From an optimization exercise on the open Yosys and OpenROAD flow, aimed at small area, a short achievable clock period and few clock cycles; shortcuts taken in it are not production practice. The RTL was checked by simulation tests, not by an equivalence proof against the original design. Power is estimated from default activity; no workload was simulated.

==> flow/run.sh <==
#!/bin/bash
# Own layout flow: the standard ORFS flow (standard.sh), with smaller
# port buffers and a clock tree of mid-size buffers without dummy loads.
set -uo pipefail
bash standard.sh \
  "BUFFER_PORTS_ARGS=-buffer_cell sky130_fd_sc_hd__buf_2" \
  "CTS_ARGS=-sink_clustering_enable -repair_clock_nets -buf_list sky130_fd_sc_hd__clkbuf_8 -dont_use_dummy_load" \
  finish > flow.log 2>&1
==> standard.sh <==
#!/bin/bash
# synth_recipe.tcl (not shown) runs the flow's synth.tcl, then flattens the netlist and writes it again
# the make line also repeats each setting of config.mk as NAME=value (left out here)
make -C /OpenROAD-flow-scripts/flow DESIGN_CONFIG=/design/flow/config.mk WORK_HOME=/design/flow/orfs CLKGATE_MAP_FILE= SYNTH_SCRIPT=/design/flow/synth_recipe.tcl "${@:-finish}"
==> config.mk <==
export PLATFORM = sky130hd
export DESIGN_NAME = lcs
export DESIGN_NICKNAME = lcs
export VERILOG_FILES = /design/flow/design.v
export SDC_FILE = /design/flow/constraint.sdc
export NUM_CORES = 4
export LEC_CHECK = 0
export CAP_MARGIN = 20
export CORE_MARGIN = 2
export CORE_UTILIZATION = 40
export PLACE_DENSITY = 0.6
export SETUP_SLACK_MARGIN = 4.5
export SLEW_MARGIN = 20
==> constraint.sdc <==
create_clock -name core_clock -period 8.0 [get_ports {ap_clk}]
set_input_delay 1.6000 -clock core_clock [delete_from_list [all_inputs] [get_ports {ap_clk}]]
set_output_delay 1.6000 -clock core_clock [all_outputs]
set_load 0.01 [all_outputs]
==> design.v <==
`timescale 1 ns / 1 ps
module lcs (
        ap_clk,
        ap_rst,
        ap_start,
        ap_done,
        ap_idle,
        ap_ready,
        data_in_address0,
        data_in_ce0,
        data_in_q0,
        data_out_address0,
        data_out_ce0,
        data_out_we0,
        data_out_d0,
        n,
        m
);
input   ap_clk;
input   ap_rst;
input   ap_start;
output   ap_done;
output   ap_idle;
output   ap_ready;
output  [3:0] data_in_address0;
output   data_in_ce0;
input  [7:0] data_in_q0;
output  [2:0] data_out_address0;
output   data_out_ce0;
output   data_out_we0;
output  [7:0] data_out_d0;
input  [31:0] n;
input  [31:0] m;
localparam ST_IDLE = 3'd0, ST_RD = 3'd1, ST_W1 = 3'd2, ST_TRM = 3'd3, ST_OUT = 3'd4;
reg  [2:0] st;
reg  [3:0] ra;       
reg        ph;       
reg        dsh;      
reg        drow;     
reg        incr;     
reg  [2:0] oa;       
reg  [5:0] hs;       
reg  [7:0] sr0, sr1, sr2, sr3, sr4, sr5;    
reg  [5:0] V;        
reg  [0:0] S0;       
reg  [1:0] S1;
reg  [2:0] S2;
reg  [3:0] S3;
reg  [4:0] S4;
reg  [5:0] S5;       
wire [2:0] n3 = n[2:0];
wire [2:0] m3 = m[2:0];
wire       idle = (st == ST_IDLE);
wire       w1 = (st == ST_W1);
wire       trm = (st == ST_TRM);
wire       outp = (st == ST_OUT);
wire       nz = (n3 != 3'd0) && (m3 != 3'd0);
wire       iss = idle ? ap_start : (st == ST_RD);
wire       cph = idle ? 1'b1 : ph;
wire [3:0] last1 = {1'b0, n3} + {1'b0, m3} - 4'd1;
wire       end1 = idle ? (m3 == 3'd1) : (ra == last1);
wire       end0 = (ra[2:0] == n3 - 3'd1);
wire [3:0] nra = idle ? {1'b0, n3} + 4'd1 : ra + 4'd1;
assign data_in_ce0 = !idle || ap_start;    
assign data_in_address0 = idle ? {1'b0, n3} : ra;
wire [5:0] valid = {m3 >= 3'd1, m3 >= 3'd2, m3 >= 3'd3,
                    m3 >= 3'd4, m3 >= 3'd5, m3 >= 3'd6};
wire [7:0] c = data_in_q0;
wire [5:0] M = {sr5 == c, sr4 == c, sr3 == c, sr2 == c, sr1 == c, sr0 == c} & {6{drow}};
wire [6:0] cy;                 
assign cy[0] = 1'b0;
genvar g;
generate for (g = 0; g < 6; g = g + 1) begin : carry
    assign cy[g+1] = V[g] & (M[g] | cy[g]);
end endgenerate
wire [5:0] Vn = (V & ~M) | cy[5:0];
wire [0:0] T0 = cy[1] ? 1'b1 : S0;
wire [1:0] T1 = cy[2] ? {~cy[1], T0} : S1;
wire [2:0] T2 = cy[3] ? {~cy[2], T1} : S2;
wire [3:0] T3 = cy[4] ? {~cy[3], T2} : S3;
wire [4:0] T4 = cy[5] ? {~cy[4], T3} : S4;
wire [5:0] T5 = cy[6] ? {~cy[5], T4} : S5;
wire [5:0] X = S5 & ~hs;       
wire [5:0] lx = {X[5] & ~|X[4:0], X[4] & ~|X[3:0], X[3] & ~|X[2:0],
                 X[2] & ~|X[1:0], X[1] & ~X[0], X[0]};    
wire [7:0] ch = ({8{hs[0]}} & sr0) | ({8{hs[1]}} & sr1) | ({8{hs[2]}} & sr2) |
                ({8{hs[3]}} & sr3) | ({8{hs[4]}} & sr4) | ({8{hs[5]}} & sr5);
wire       fin = (trm && !incr && (oa[2:1] == 2'd0)) || (outp && (S5 == 6'd0));
assign data_out_ce0 = w1 || trm || outp;
assign data_out_we0 = w1 || trm || outp;
assign data_out_address0 = (trm && !incr) ? 3'd0 : oa;
assign data_out_d0 = ch;
assign ap_done = fin;
assign ap_ready = fin;
assign ap_idle = idle && !ap_start;
always @(posedge ap_clk) begin
    if (ap_rst) begin
        st <= ST_IDLE;
        dsh <= 1'b0;
        drow <= 1'b0;
    end else begin
        dsh <= iss && cph && nz;
        drow <= iss && !cph && nz;
        case (st)
        ST_IDLE: if (ap_start) st <= nz ? ST_RD : ST_TRM;
        ST_RD:   if (!ph && end0) st <= ST_W1;
        ST_W1:   st <= ST_TRM;
        default: st <= fin ? ST_IDLE : ST_OUT;
        endcase
    end
end
always @(posedge ap_clk) begin
    if (iss) begin
        ph <= cph && !end1;
        ra <= (cph && end1) ? 4'd0 : nra;
    end
    incr <= cy[6];
    if (dsh) begin
        sr0 <= sr1; sr1 <= sr2; sr2 <= sr3; sr3 <= sr4; sr4 <= sr5; sr5 <= c;
    end
    if (w1 || trm || outp)
        hs <= (w1 && cy[6]) ? 6'd0 : lx;
    else
        hs <= 6'd0;
    if (idle) begin
        V <= valid;
        S0 <= 0; S1 <= 0; S2 <= 0; S3 <= 0; S4 <= 0; S5 <= 0;
        oa <= 3'd0;
    end else begin
        V <= Vn;
        S0 <= T0; S1 <= T1; S2 <= T2; S3 <= T3; S4 <= T4;
        S5 <= (trm || outp) ? X & ~lx : T5;
        oa <= trm ? {2'b00, !incr} : (outp ? oa + 3'd1 : oa + {2'b00, cy[6]});
    end
end
endmodule
==> results of run 1 <==
## layer usage
layer  routed length, um  vias up  GRT usage (%)
met4                 267        0          8.618
met3                 624       20          3.428
li1                    -     1675              -
met2                5269      101          27.15
met5                   0        -              0
met1                5077     1655          24.99
## timing repair
action,CTS,global route
endpoints found under the setup margin,22,23
gates cloned,0,0
pin swaps,5,8
resized for setup,25,44
hold endpoints to repair,0,0
buffers inserted,11,3
## registers in the layout (all words and copies together) (netlist names), 4 cells and up
register  count
S3            4
S4            5
S5            6
V             6
hs            6
ra            4
sr0           8
sr1           8
sr2           8
sr3           8
sr4           8
sr5           8
## final timing paths
path / end / slack, ps
max: data_in_address0[2] / 4370
min: S0$_SDFF_PP0_ / 460
max reg2reg: S5[2]$_SDFFE_PP0P_ / 5410
min reg2reg: S0$_SDFF_PP0_ / 460
## area by class of cell
class	count	area share [%]
Multi-Input combinational cell	304	43.54
Timing Repair Buffer	52	6.485
Inverter	21	1.483
Clock buffer	9	2.191
Tap cell	143	3.165
Sequential cell	95	43.14
## report_power, final
part           internal (uW)  total, uW  leakage, uW  switching, uW
combinational            161        363      0.00115            202
clock                    101        252    0.0000647            151
sequential               599        690     0.000835           91.1
total                    861       1310      0.00205            444
## kinds of logic (layout without fill, tap and decap cells)
| logic type | after synthesis | after routing | synth area share, % |
|---|---|---|---|
| fa+ha+maj | 10 | 10 | 2.778 |
| buf+inv | 46 | 82 | 4.822 |
| mux | 3 | 3 | 0.6551 |
| xor+xnor | 59 | 59 | 11.14 |
| flops | 95 | 95 | 50.94 |
| simple gates | 135 | 135 | 15.33 |
| compound gates | 97 | 97 | 14.33 |
## worst max-delay path, cell delays in order
cell	delay [ps]
buf_8	100
mux2i_4	150
inv_2	60
buf_6	120
## layout by cell type, fill, tap and decap left out, types with 3 or more instances in the layout
| cell type | Yosys | final |
|---|---|---|
| a31oi_1 | 7 | 6 |
| a22oi_1 | 24 | 24 |
| nor3_1 | 13 | 8 |
| nor2b_1 | 7 | 7 |
| nor3b_1 | 3 | 3 |
| buf_8 | 0 | 3 |
| inv_1 | 21 | 17 |
| xor2_2 | 2 | 3 |
| xnor2_1 | 46 | 40 |
| xor2_4 | 0 | 4 |
| dfxtp_1 | 42 | 39 |
| nand4_1 | 6 | 6 |
| edfxtp_1 | 53 | 53 |
| and2_1 | 6 | 6 |
| o21ai_0 | 11 | 9 |
| nor3_2 | 0 | 3 |
| a21oi_1 | 18 | 18 |
| nor2_1 | 29 | 26 |
| nand2b_1 | 10 | 9 |
| nand3_1 | 19 | 18 |
| xnor2_2 | 0 | 5 |
| clkbuf_8 | 0 | 9 |
| ha_1 | 9 | 6 |
| xor2_1 | 11 | 6 |
| o21a_1 | 5 | 5 |
| buf_2 | 1 | 23 |
| nand2_1 | 21 | 20 |
| inv_2 | 0 | 3 |
| o211ai_1 | 3 | 3 |
| buf_4 | 7 | 19 |
| and3_1 | 4 | 3 |
| a211oi_1 | 5 | 5 |
| nor4_1 | 5 | 4 |
| clkbuf_4 | 0 | 4 |
| buf_6 | 4 | 3 |
## metrics by stage
stage | hold slack (ps) | cell area [um2] | total power [uW] | cells
final | 460.7 | 5653 | 1305 | 624
after global routing | 497.7 | 5653 | 1374 | 624
after CTS | 466.4 | 5408 | 1270 | 621
after detailed placement | 449.3 | 5082 | 993.0 | 601
after global placement | 444.5 | 5082 | 984.8 | 601
after floorplan | 427.8 | 4878 | 899.6 | 445
==> flow_metrics.env, run 1 <==
export IMPL_run_status="complete, no violations"
export IMPL_tightest_slew_ps=618.5
export IMPL_die_width_um=113.3
export IMPL_tns_ps=0
export IMPL_fin_crit_sh_pct=45.36
export IMPL_rows=39
export IMPL_cts_tree="built"
export IMPL_synthTopCellsByCount="edfxtp_1 (53), xnor2_1 (46), dfxtp_1 (42)"
export IMPL_syn_area_um2=4775
export IMPL_synth_top_cells_by_area="edfxtp_1 (33%), dfxtp_1 (18%), xnor2_1 (8.4%)"
export IMPL_wl_um=11240
export IMPL_yosys_register_bits=95
export IMPL_worstRegToRegCells=8
export IMPL_clock_root_buffer="clkbuf_8"
export IMPL_layout_setup_ws_ps=4371
export IMPL_grt_max_degree=49
export IMPL_max_cap_violations=0
export IMPL_area_growth_pct=18.40
export IMPL_rsz0062_at_grt="yes"
export IMPL_ctsLongestPathBuffers=2
export IMPL_place_hpwl_um=7698
export IMPL_critPathArrivalTime_ps=2030
export IMPL_finalSetupViolations=0
export IMPL_via_per_inst=5.530
export IMPL_yosysSeqAreaShare_pct=50.94
export IMPL_cp_data_required_time_ps=6400
export IMPL_die_h_um=113.3
export IMPL_post_route_util_pct=49.09
export IMPL_whs_path_depth=2
export IMPL_htree_num_levels=3
export IMPL_wl_per_cell_um=18.01
export IMPL_die_area_um2=12830
export IMPL_cts_buffers=9
export IMPL_syn_area_per_cell_um2=10.73
export IMPL_dpl_worst_slack_ps=3582
export IMPL_worstHoldStart="S0$_SDFF_PP0_"
export IMPL_period_needed_ps=3629
export IMPL_synth_top_area_share_pct=33.33
export IMPL_gp_congestion=0.8447
export IMPL_r2r_start="sr1[1]$_DFFE_PP_"
export IMPL_start_kind="primary input"
export IMPL_multi_input_area_um2=2461
export IMPL_firstDrtPassIters=16
export IMPL_drc_errors=0
export IMPL_critPathKind="primary input to output pin"
export IMPL_track_usage_pct=18.00
export IMPL_drv_slew=0
export IMPL_nNetsFinal=568
export IMPL_yosysMostFrequentCell="edfxtp_1"
export IMPL_drive_gt1_share_pct=24.74
export IMPL_start_util_pct=41.46
export IMPL_grt_pass1_vias=3428
export IMPL_fmax_mhz=275.6
export IMPL_cts_hold_repair_buffers=0
export IMPL_ant_nets=0
export IMPL_drt_initial_drc_count=229
export IMPL_netlist_top_cell_by_area="edfxtp_1"
export IMPL_antenna_found_initial=0
export IMPL_clock_sinks=95
export IMPL_clk_latency_ps=380
export IMPL_synth_cell_types=63
export IMPL_grt_overflow=0
export IMPL_core_area_um2=11520
export IMPL_path_clk_slew_ps=70
export IMPL_peakVddDrop_uv=99.66
export IMPL_slew_headroom_pct=58.77
export IMPL_crit_start="n[2]"
export IMPL_n_antenna_cell=0
export IMPL_leakage_uw=0.002054
export IMPL_power_density_nw_per_um2=230.9
export IMPL_crit_fanout=2
export IMPL_synthArstFlopShare_pct=0
export IMPL_io_pins=96
export IMPL_syn_num_nets=530
export IMPL_synth_edff_count=53
export IMPL_netlist_instances=445
export IMPL_seqCellArea_um2=2439
export IMPL_ys_warn_count=1
export IMPL_grt_pass1_wl_um=17680
export IMPL_fin_skew_ps=26.32
export IMPL_hold_path_class="flip-flop to flip-flop"
export IMPL_numPortBuffers=37
export IMPL_synth_ff_type="edfxtp_1"
export IMPL_endpoint_kind="output pin"
export IMPL_fillers=1040
export IMPL_dr_total_vias=3451
export IMPL_finalHoldViolations=0
Testbench counts, summed over its fixed seeds: cycles 36,565.
==> inputs of run 2 (changes only) <==
--- a/config.mk
+++ b/config.mk
@@ -12,2 +12,3 @@
 export SETUP_SLACK_MARGIN = 4.5
 export SLEW_MARGIN = 20
+export TNS_END_PERCENT = 2
==> flow_metrics.env, run 2 <==
export IMPL_io_pins=96
export IMPL_synth_cell_types=63
export IMPL_seqCellArea_um2=2436
export IMPL_htree_num_levels=3
export IMPL_run_status="complete, no violations"
export IMPL_fmax_mhz=273.5
export IMPL_fin_crit_sh_pct=45.71
export IMPL_syn_area_per_cell_um2=10.73
export IMPL_grt_pass1_vias=3381
export IMPL_ant_nets=0
export IMPL_synth_edff_count=53
export IMPL_yosysMostFrequentCell="edfxtp_1"
export IMPL_wl_um=10900
export IMPL_synth_top_area_share_pct=33.33
export IMPL_yosysSeqAreaShare_pct=50.94
export IMPL_clock_root_buffer="clkbuf_8"
export IMPL_finalSetupViolations=0
export IMPL_whs_ps=468.6
export IMPL_wl_per_cell_um=17.52
export IMPL_whs_path_depth=2
export IMPL_rows=39
export IMPL_synthXorXnorAreaFrac_pct=11.14
export IMPL_dp_cells=601
export IMPL_grt_max_degree=49
export IMPL_leakage_uw=0.001977
export IMPL_numPortBuffers=37
export IMPL_slew_headroom_pct=55.88
export IMPL_r2r_end="oa[0]$_SDFF_PP0_"
export IMPL_tightest_slew_ps=661.9
export IMPL_clk_latency_ps=360
export IMPL_start_kind="primary input"
export IMPL_yosys_register_bits=95
export IMPL_critPathArrivalTime_ps=2060
export IMPL_die_h_um=113.3
export IMPL_place_hpwl_um=7633
export IMPL_grt_pass1_wl_um=17670
export IMPL_rsz0062_at_grt="yes"
export IMPL_tns_ps=0
export IMPL_drc_errors=0
export IMPL_synth_top_family_by_area="simple AND/OR/NAND/NOR gates"
export IMPL_cts_hold_repair_buffers=0
export IMPL_antenna_found_initial=0
export IMPL_peakVddDrop_uv=151.6
export IMPL_synthMuxAreaShare_pct=0.6551
export IMPL_start_util_pct=41.46
export IMPL_cp_data_required_time_ps=6400
export IMPL_cts_buffers=9
export IMPL_synth_ff_type="edfxtp_1"
export IMPL_netlist_instances=445
export IMPL_drt_initial_drc_count=199
export IMPL_reg2reg_slack_ps=5370
export IMPL_n_antenna_cell=0
export IMPL_r2r_start="sr1[5]$_DFFE_PP_"
export IMPL_syn_num_nets=530
export IMPL_synthArstFlopShare_pct=0
export IMPL_via_per_inst=5.508
export IMPL_fin_skew_ps=21.16
export IMPL_multi_input_area_um2=2270
export IMPL_endpoint_kind="output pin"
export IMPL_cts_tree="built"
export IMPL_whs_endpoint="S0$_SDFF_PP0_"
export IMPL_grt_overflow=0
export IMPL_firstDrtPassIters=16
export IMPL_syn_area_um2=4775
export IMPL_dr_total_vias=3426
export IMPL_crit_fanout=2
export IMPL_critPathKind="primary input to output pin"
export IMPL_fillers=1113
export IMPL_synth_top_cells_by_area="edfxtp_1 (33%), dfxtp_1 (18%), xnor2_1 (8.4%)"
export IMPL_mostFrequentLayoutCell="edfxtp_1"
export IMPL_clock_sinks=95
export IMPL_synth_adder_area_share_pct=2.778
export IMPL_worstHoldStart="S0$_SDFF_PP0_"
export IMPL_period_needed_ps=3657
export IMPL_die_width_um=113.3
export IMPL_core_area_um2=11520
export IMPL_track_usage_pct=17.67
export IMPL_drv_slew=0
export IMPL_synth_compound_area_share_pct=14.33
export IMPL_finalHoldViolations=0
export IMPL_drive_gt1_share_pct=20.67
export IMPL_die_area_um2=12830
export IMPL_max_cap_violations=0
export IMPL_gp_congestion=0.8198
export IMPL_worstRegToRegCells=10
export IMPL_final_cell_mix="edfxtp_1 (53), xnor2_1 (44), dfxtp_1 (41)"
export IMPL_netlist_top_cell_by_area="edfxtp_1"
export IMPL_area_growth_pct=13.08
export IMPL_ys_warn_count=1
export IMPL_ctsLongestPathBuffers=2
export IMPL_hold_path_class="flip-flop to flip-flop"
export IMPL_synthSimpleGateAreaFrac_pct=15.33
export IMPL_fin_cells=622
export IMPL_path_clk_slew_ps=80
export IMPL_synthTopCellsByCount="edfxtp_1 (53), xnor2_1 (46), dfxtp_1 (42)"
export IMPL_nNetsFinal=566
export IMPL_power_density_nw_per_um2=234.6
-- run 2: cell counts after synthesis --
No cell type changed its count.
-- run 2: what timing repair did --
item	4_1_cts	5_1_grt
hold endpoints to repair	0	0
endpoints found under the setup margin	27	25
gates resized for setup	20	11
pin swaps	3	1
buffers inserted	7	5
-- run 2: per-layer routing --
| layer | routed length [um] | part of all wire [%] | global-route usage, % | vias up |
|---|---|---|---|---|
| met5 | 0 | 0 | 0 | - |
| met4 | 139 | 1.3 | 4.634 | 0 |
| met3 | 488 | 4.5 | 3.642 | 11 |
| met2 | 5283 | 48 | 29.22 | 76 |
| met1 | 4985 | 46 | 23.76 | 1661 |
| li1 | - | - | - | 1678 |
-- run 2: worst max path at each step --
stage	from	end	cells past startpoint
2_1_floorplan	data_in_q0[2]	oa[0]$_SDFF_PP0_	12
3_3_place_gp	data_in_q0[5]	oa[0]$_SDFF_PP0_	11
3_5_place_dp	data_in_q0[5]	oa[0]$_SDFF_PP0_	11
4_1_cts	n[2]	data_in_address0[2]	4
5_1_grt	data_in_q0[6]	hs[5]$_SDFF_PP0_	10
6_report	n[2]	data_in_address0[2]	4
-- run 2: layout make-up --
type / count / area share, %
multi-input cells: 304 / 42.04
inverters: 21 / 1.460
clock buffers: 9 / 2.294
flip-flops and latches: 95 / 45.12
well taps: 143 / 3.314
repair buffers: 50 / 5.771
-- run 2: metrics by stage --
stage,cell area [um2],setup WS [ps],util (%),total power [uW]
after global routing,5399,4320,46.88,1341
after floorplan,4842,4294,-,893.9
after global placement,5046,3605,43.82,979.3
final,5399,4343,46.88,1267
after detailed placement,5046,3564,43.82,986.2
after CTS,5308,4358,46.09,1267
-- run 2: logic make-up (layout without fill, tap and decap cells) --
group	after synthesis	after routing
buffers and inverters	46	80
AND/OR/NAND/NOR	135	135
AO/OA/AOI/OAI	97	97
multiplexers	3	3
flip-flops	95	95
adder cells (fa/ha/maj)	10	10
XOR/XNOR	59	59
-- run 2: worst max-delay path, stage by stage --
cell,delay (ps)
buf_8,100
mux2i_4,160
inv_2,70
buf_6,120
-- run 2: power breakdown --
part	switching, uW	internal (uW)
registers	88.1	598
clock network	147	101
logic	188	145
==> inputs of run 3 (changes only) <==
--- a/design.v
+++ b/design.v
@@ -63,5 +63,5 @@
 wire [3:0] nra = idle ? {1'b0, n3} + 4'd1 : ra + 4'd1;
 assign data_in_ce0 = !idle || ap_start;    
-assign data_in_address0 = idle ? {1'b0, n3} : ra;
+assign data_in_address0 = ra | {1'b0, n3 & {3{idle}}};
 wire [5:0] valid = {m3 >= 3'd1, m3 >= 3'd2, m3 >= 3'd3,
                     m3 >= 3'd4, m3 >= 3'd5, m3 >= 3'd6};
@@ -111,8 +111,10 @@
 end
 always @(posedge ap_clk) begin
-    if (iss) begin
+    if (ap_rst)
+        ra <= 4'd0;
+    else if (iss)
+        ra <= (cph ? end1 : end0) || !nz ? 4'd0 : nra;
+    if (iss)
         ph <= cph && !end1;
-        ra <= (cph && end1) ? 4'd0 : nra;
-    end
     incr <= cy[6];
     if (dsh) begin
--- a/config.mk
+++ b/config.mk
@@ -12,3 +12,2 @@
 export SETUP_SLACK_MARGIN = 4.5
 export SLEW_MARGIN = 20
-export TNS_END_PERCENT = 2
==> flow_metrics.env, run 3 <==
export IMPL_crit_chain="buf_6 > nand2b_4 > buf_2"
export IMPL_period_needed_ps=3579
export IMPL_htree_num_levels=3
export IMPL_yosysSeqAreaShare_pct=49.55
export IMPL_n_antenna_cell=0
export IMPL_whs_ps=478.4
export IMPL_cts_hold_repair_buffers=0
export IMPL_synth_top_cells_by_area="edfxtp_1 (30%), dfxtp_1 (19%), xnor2_1 (7.6%)"
export IMPL_endpoint_kind="output pin"
export IMPL_cpMaxStageDelayCell="nand2b_4"
export IMPL_start_kind="primary input"
export IMPL_run_status="complete, no violations"
export IMPL_synthTopCellsByCount="edfxtp_1 (49), dfxtp_1 (46), xnor2_1 (42)"
export IMPL_tns_ps=0
export IMPL_path_clk_slew_ps=70
export IMPL_io_pins=96
export IMPL_drv_slew=0
export IMPL_nNetsFinal=611
export IMPL_grt_overflow=0
export IMPL_antenna_found_initial=0
export IMPL_fmax_mhz=279.4
export IMPL_wl_per_cell_um=17.32
export IMPL_track_usage_pct=18.36
export IMPL_syn_num_nets=549
export IMPL_synthArstFlopShare_pct=0
export IMPL_whs_path_depth=2
export IMPL_die_h_um=113.9
export IMPL_crit_fanout=3
export IMPL_ant_nets=0
export IMPL_netlist_instances=464
export IMPL_worstHoldStart="S4[4]$_SDFF_PP0_"
export IMPL_ctsLongestPathBuffers=2
export IMPL_area_growth_pct=20.70
export IMPL_yosysMostFrequentCell="edfxtp_1"
export IMPL_die_area_um2=12970
export IMPL_firstDrtPassIters=4
export IMPL_clock_root_buffer="clkbuf_8"
export IMPL_start_util_pct=40.54
export IMPL_mostFrequentLayoutCell="edfxtp_1"
export IMPL_cts_buffers=9
export IMPL_max_cap_violations=0
export IMPL_wl_um=11630
export IMPL_finalSetupViolations=0
export IMPL_fin_crit_sh_pct=44.73
export IMPL_peakVddDrop_uv=116.5
export IMPL_whs_endpoint="S4[4]$_SDFF_PP0_"
export IMPL_syn_area_per_cell_um2=10.41
export IMPL_via_per_inst=5.407
export IMPL_gp_congestion=0.8400
export IMPL_max_stage_delay_ps=140
export IMPL_rsz0062_at_grt="yes"
export IMPL_synth_top_area_share_pct=30.47
export IMPL_drt_initial_drc_count=280
export IMPL_grt_max_degree=49
export IMPL_final_cell_mix="edfxtp_1 (49), dfxtp_1 (42), nor2_1 (41)"
export IMPL_clock_sinks=95
export IMPL_rows=40
export IMPL_numPortBuffers=37
export IMPL_power_density_nw_per_um2=200.0
export IMPL_fin_cells=671
export IMPL_syn_area_um2=4828
export IMPL_fin_skew_ps=17.89
export IMPL_yosys_register_bits=95
export IMPL_drc_errors=0
export IMPL_clk_latency_ps=380
export IMPL_r2r_end="ra[3]$_SDFFE_PP0P_"
export IMPL_place_hpwl_um=7513
export IMPL_cp_data_required_time_ps=6400
export IMPL_hold_path_class="flip-flop to flip-flop"
export IMPL_critPathArrivalTime_ps=1980
export IMPL_grt_pass1_vias=3612
export IMPL_drive_gt1_share_pct=27.48
export IMPL_dr_total_vias=3628
export IMPL_leakage_uw=0.002198
export IMPL_dp_cells=622
export IMPL_grt_pass1_wl_um=18280
export IMPL_slew_headroom_pct=48.38
export IMPL_fillers=1100
export IMPL_core_area_um2=11910
export IMPL_synth_cell_types=62
export IMPL_r2r_start="st[2]$_SDFFE_PP0P_"
export IMPL_tightest_slew_ps=774.3
export IMPL_synth_ff_type="edfxtp_1"
export IMPL_finalHoldViolations=0
export IMPL_ys_warn_count=1
export IMPL_synth_edff_count=49
export IMPL_worstRegToRegCells=21
export IMPL_netlist_top_cell_by_area="edfxtp_1"
export IMPL_cts_tree="built"
export IMPL_die_width_um=113.9
export IMPL_critPathKind="primary input to output pin"
export IMPL_reg2reg_slack_ps=4650
==> run 3: cell count changes after synthesis, moves of 4 or more <==
cell and delta:
o21a_1 -4, a22oi_1 +5, dfxtp_1 +4, nor2_1 +12, xnor2_1 -4, inv_1 +5
edfxtp_1 -4
==> run 3: through the flow <==
step | util [%] | cell area, um2 | setup slack, ps | total power, uW
2_1_floorplan | - | 4890 | 4417 | 785.1
3_3_place_gp | 42.82 | 5100 | 3692 | 840.1
3_5_place_dp | 42.82 | 5100 | 3717 | 845.4
4_1_cts | 46.80 | 5574 | 4424 | 1146
5_1_grt | 48.93 | 5828 | 4398 | 1223
6_report | 48.93 | 5828 | 4421 | 1165
==> run 3: worst max-delay path by stage <==
stage / start / cells after the start / slack, ps / endpoint
2_1_floorplan: data_in_q0[5] / 12 / 4420 / oa[1]$_SDFF_PP0_
3_3_place_gp: data_in_q0[2] / 10 / 3690 / hs[5]$_SDFF_PP0_
3_5_place_dp: data_in_q0[2] / 10 / 3720 / hs[5]$_SDFF_PP0_
4_1_cts: ap_start / 4 / 4420 / ap_idle
5_1_grt: ap_start / 4 / 4400 / ap_idle
6_report: ap_start / 3 / 4420 / data_in_ce0
==> run 3: area by class of cell <==
cell class	count	area [um2]	share of cell area [%]
well taps	147	183.9	3.156
inverters	27	116.4	1.997
clock buffers	9	123.9	2.125
repair buffers	78	568.0	9.747
flip-flops and latches	95	2400	41.18
multi-input cells	315	2436	41.80
==> run 3: layer usage <==
layer	GRT usage (%)	part of all wire [%]	up-vias
li1	-	-	1776
met1	23.68	45	1750
met2	29.38	49	77
met3	3.507	3.5	25
met4	9.675	2.9	0
met5	0	0	-
==> run 3: worst max-delay path: cells and delay by family <==
kind                   cells  cell delay [ps]
buffers and inverters      2              230
and+or+nand+nor            1              140
==> run 3: timing repair <==
item | CTS | global route
gates resized for setup | 22 | 40
buffers inserted | 31 | 9
endpoints found under the setup margin | 26 | 20
pin swaps | 2 | 28
==> run 3: power breakdown <==
group / internal [uW] / switching [uW] / leakage (uW)
sequential: 566 / 62.5 / 0.000829
combinational: 134 / 152 / 0.00130
clock: 101 / 150 / 0.0000647
total: 801 / 365 / 0.00220
==> run 3: kinds of logic (layout without fill, tap and decap cells) <==
family / count (synthesis) / after routing / share of synthesized area [%]
and+or+nand+nor: 140 / 140 / 16.22
AOI/OAI and AO/OA: 104 / 104 / 14.98
DFF: 95 / 95 / 49.55
xor gates and xnor gates: 56 / 56 / 10.16
buffers and inverters: 54 / 114 / 5.312
adders and majority gates: 10 / 10 / 2.747
muxes: 5 / 5 / 1.037
Testbench counts of run 3, summed over its fixed seeds: cycles 36,565.
==> inputs of run 4 (changes only) <==
--- a/design.v
+++ b/design.v
@@ -32,11 +32,10 @@
 input  [31:0] n;
 input  [31:0] m;
-localparam ST_IDLE = 3'd0, ST_RD = 3'd1, ST_W1 = 3'd2, ST_TRM = 3'd3, ST_OUT = 3'd4;
+localparam ST_IDLE = 3'd0, ST_RD1 = 3'd1, ST_RD0 = 3'd3, ST_W1 = 3'd2,
+           ST_TRN = 3'd4, ST_TRI = 3'd5, ST_OUT = 3'd6;
 reg  [2:0] st;
 reg  [3:0] ra;       
-reg        ph;       
 reg        dsh;      
 reg        drow;     
-reg        incr;     
 reg  [2:0] oa;       
 reg  [5:0] hs;       
@@ -53,9 +52,10 @@
 wire       idle = (st == ST_IDLE);
 wire       w1 = (st == ST_W1);
-wire       trm = (st == ST_TRM);
+wire       trm = (st == ST_TRN) || (st == ST_TRI);
+wire       incr = (st == ST_TRI);    
 wire       outp = (st == ST_OUT);
 wire       nz = (n3 != 3'd0) && (m3 != 3'd0);
-wire       iss = idle ? ap_start : (st == ST_RD);
-wire       cph = idle ? 1'b1 : ph;
+wire       iss = idle ? ap_start : (st == ST_RD1) || (st == ST_RD0);
+wire       cph = idle || (st == ST_RD1);
 wire [3:0] last1 = {1'b0, n3} + {1'b0, m3} - 4'd1;
 wire       end1 = idle ? (m3 == 3'd1) : (ra == last1);
@@ -103,7 +103,8 @@
         drow <= iss && !cph && nz;
         case (st)
-        ST_IDLE: if (ap_start) st <= nz ? ST_RD : ST_TRM;
-        ST_RD:   if (!ph && end0) st <= ST_W1;
-        ST_W1:   st <= ST_TRM;
+        ST_IDLE: if (ap_start) st <= !nz ? ST_TRN : (end1 ? ST_RD0 : ST_RD1);
+        ST_RD1:  if (end1) st <= ST_RD0;
+        ST_RD0:  if (end0) st <= ST_W1;
+        ST_W1:   st <= cy[6] ? ST_TRI : ST_TRN;
         default: st <= fin ? ST_IDLE : ST_OUT;
         endcase
@@ -115,7 +116,4 @@
     else if (iss)
         ra <= (cph ? end1 : end0) || !nz ? 4'd0 : nra;
-    if (iss)
-        ph <= cph && !end1;
-    incr <= cy[6];
     if (dsh) begin
         sr0 <= sr1; sr1 <= sr2; sr2 <= sr3; sr3 <= sr4; sr4 <= sr5; sr5 <= c;
--- a/config.mk
+++ b/config.mk
@@ -12,2 +12,3 @@
 export SETUP_SLACK_MARGIN = 4.5
 export SLEW_MARGIN = 20
+export TNS_END_PERCENT = 2
==> flow_metrics.env, run 4 <==
export IMPL_mostFrequentLayoutCell="edfxtp_1"
export IMPL_slew_headroom_pct=41.47
export IMPL_leakage_uw=0.001948
export IMPL_grt_overflow=0
export IMPL_critPathArrivalTime_ps=2000
export IMPL_path_clk_slew_ps=80
export IMPL_die_width_um=113.8
export IMPL_netlist_top_cell_by_area="edfxtp_1"
export IMPL_via_per_inst=5.427
export IMPL_worstRegToRegCells=9
export IMPL_drive_gt1_share_pct=16.63
export IMPL_netlist_instances=466
export IMPL_dp_cells=621
export IMPL_hold_path_class="flip-flop to flip-flop"
export IMPL_htree_num_levels=3
export IMPL_grtUsageMet1_pct=24.02
export IMPL_use_met3_pct=2.763
export IMPL_synth_top_cells_by_area="edfxtp_1 (30%), dfxtp_1 (19%), xnor2_1 (6.9%)"
export IMPL_tightest_slew_ps=870.5
export IMPL_die_area_um2=12950
export IMPL_die_h_um=113.8
export IMPL_finalSetupViolations=0
export IMPL_rsz0062_at_grt="yes"
export IMPL_antenna_found_initial=0
export IMPL_grt_pass1_wl_um=17550
export IMPL_start_kind="primary input"
export IMPL_nNetsFinal=574
export IMPL_drv_slew=0
export IMPL_ctsLongestPathBuffers=2
export IMPL_yosysSeqAreaShare_pct=48.57
export IMPL_cp_data_required_time_ps=6400
export IMPL_reg2reg_slack_ps=5490
export IMPL_crit_chain="buf_8 > nand2b_4 > inv_2 > buf_6"
export IMPL_fin_crit_sh_pct=44.95
export IMPL_cts_hold_repair_buffers=0
export IMPL_core_area_um2=11910
export IMPL_ys_warn_count=1
export IMPL_syn_num_nets=551
export IMPL_period_needed_ps=3596
export IMPL_rows=40
export IMPL_grt_max_degree=49
export IMPL_drc_errors=0
export IMPL_start_util_pct=40.48
export IMPL_yosys_register_bits=93
export IMPL_syn_area_per_cell_um2=10.35
export IMPL_n_antenna_cell=0
export IMPL_synthArstFlopShare_pct=0
export IMPL_clock_sinks=93
export IMPL_synthTopCellsByCount="edfxtp_1 (48), dfxtp_1 (45), xnor2_1 (38)"
export IMPL_area_growth_pct=9.341
export IMPL_ant_nets=0
export IMPL_cpMaxStageDelayCell="nand2b_4"
export IMPL_place_hpwl_um=7645
export IMPL_peakVddDrop_uv=91.29
export IMPL_drt_initial_drc_count=209
export IMPL_syn_area_um2=4822
export IMPL_fin_cells=634
export IMPL_cts_buffers=9
export IMPL_synth_edff_count=48
export IMPL_run_status="complete, no violations"
export IMPL_wl_per_cell_um=16.78
export IMPL_synth_top_area_share_pct=29.89
export IMPL_power_density_nw_per_um2=199.4
export IMPL_synth_ff_type="edfxtp_1"
export IMPL_firstDrtPassIters=4
export IMPL_dr_total_vias=3441
export IMPL_fmax_mhz=278.1
export IMPL_wl_um=10640
export IMPL_endpoint_kind="output pin"
export IMPL_crit_fanout=6
export IMPL_io_pins=96
export IMPL_clock_root_buffer="clkbuf_8"
export IMPL_max_cap_violations=0
export IMPL_gp_congestion=0.8085
export IMPL_yosysMostFrequentCell="edfxtp_1"
export IMPL_whs_path_depth=2
export IMPL_tns_ps=0
export IMPL_track_usage_pct=17.33
export IMPL_finalHoldViolations=0
export IMPL_max_stage_delay_ps=140
export IMPL_use_met2_pct=27.78
export IMPL_cts_tree="built"
export IMPL_numPortBuffers=37
export IMPL_busiest_layer="met2"
export IMPL_final_cell_mix="edfxtp_1 (48), dfxtp_1 (44), xnor2_1 (38)"
export IMPL_fin_skew_ps=21.94
export IMPL_grt_pass1_vias=3342
export IMPL_synth_cell_types=61
export IMPL_clk_latency_ps=370
export IMPL_critPathKind="primary input to output pin"
run 4: cell count changes after synthesis, sizes merged, moves of 4 or more:
cell,change
o31ai,+8
a21oi,-10
xnor2,-4
o21ai,-7
inv,-6
a211oi,+4
buf,+6
nor2,-5
xor2,+7
nand3,+11
run 4: metrics by stage:
stage	hold slack [ps]	utilization (%)	area (um2)	setup slack, ps	total power [uW]
floorplan	426.8	-	4843	4343	751.0
global placement	443.9	42.41	5051	3964	801.7
detailed placement	446.2	42.41	5051	3955	805.0
CTS	458.2	43.63	5197	4351	1055
global route	468.3	44.26	5273	4390	1105
finish	454.9	44.26	5273	4404	1051
run 4: final timing paths:
kind	startpoint	end
min reg2reg	S2[1]$_SDFF_PP0_	S2[1]$_SDFF_PP0_
max reg2reg	sr5[2]$_DFFE_PP_	oa[1]$_SDFF_PP0_
max	ap_start	ap_idle
min	S2[1]$_SDFF_PP0_	S2[1]$_SDFF_PP0_
run 4: timing repair:
action                     CTS  global route
cloned                       0             0
resized for setup            1            18
buffers inserted             2             2
setup endpoints to repair   12            29
pin swaps                    1             4
run 4: cells by family (layout without fill, tap and decap cells):
| group | Yosys count | count (layout) | share of synthesized area, % |
|---|---|---|---|
| xor+xnor | 59 | 59 | 10.72 |
| flops | 93 | 93 | 48.57 |
| mux | 5 | 5 | 1.116 |
| simple gates | 148 | 148 | 16.29 |
| compound gates | 100 | 100 | 15.49 |
| fa+ha+maj | 10 | 10 | 2.750 |
| buf+inv | 51 | 72 | 5.060 |
run 4: layer usage:
| layer | wire (um) | vias to the layer above |
|---|---|---|
| met5 | 0 | - |
| met2 | 4949 | 56 |
| li1 | - | 1718 |
| met1 | 5246 | 1657 |
| met3 | 280 | 10 |
| met4 | 160 | 0 |
run 4: final cells by class:
| type | count | area (um2) |
|---|---|---|
| Fill cell | 1138 | 6639 |
| Sequential cell | 93 | 2346 |
| Multi-Input combinational cell | 322 | 2276 |
| Timing Repair Buffer | 42 | 264.0 |
| Tap cell | 147 | 183.9 |
| Clock buffer | 9 | 123.9 |
| Inverter | 21 | 78.83 |
run 4: power by group:
group,internal (uW),switching (uW)
clock network,101,148
registers,547,55.2
logic,83.9,117
total,732,320
run 4: worst max-delay path, delay by kind of cell:
family | cells | cell delay (ps)
buffers and inverters | 3 | 260
AND/OR/NAND/NOR | 1 | 140
Testbench counts of run 4, summed over its fixed seeds: cycles 36,565.

## what the ideal ports hide
How much do the figures lean on ideal ports? The routed layouts below were timed once more, with nothing changed but the port constraints.
Step 1 (the two cells are an assumption about what drives the block):
set clk [get_ports {ap_clk}]
set_driving_cell -lib_cell sky130_fd_sc_hd__clkbuf_16 $clk
set_driving_cell -lib_cell sky130_fd_sc_hd__buf_2 [delete_from_list [all_inputs] $clk]
Step 2 adds t to the input delays and takes it off the output delays; t is the mean of the earliest and latest rising clock arrival at the registers after step 1. Input paths then give back, and output paths get back, about the clock's delay inside the block.
Slacks: ideal ports / drivers / drivers and shift; pairs: ideal ports / drivers.
run	t (ns)	setup slack, ns	worst data-port slew with drivers (ns)
run 1	0.397	4.371 / 4.332 / 4.133	0.06
run 2	0.381	4.343 / 4.306 / 4.053	0.05
run 3	0.407	4.421 / 4.388 / 4.051	0.06
run 4	0.392	4.404 / 4.366 / 4.126	0.05
After both steps every run listed still meets setup and hold. For run 3, which loses most, drivers alone change the setup slack by -0.033 ns; drivers and shift together by -0.370 ns.
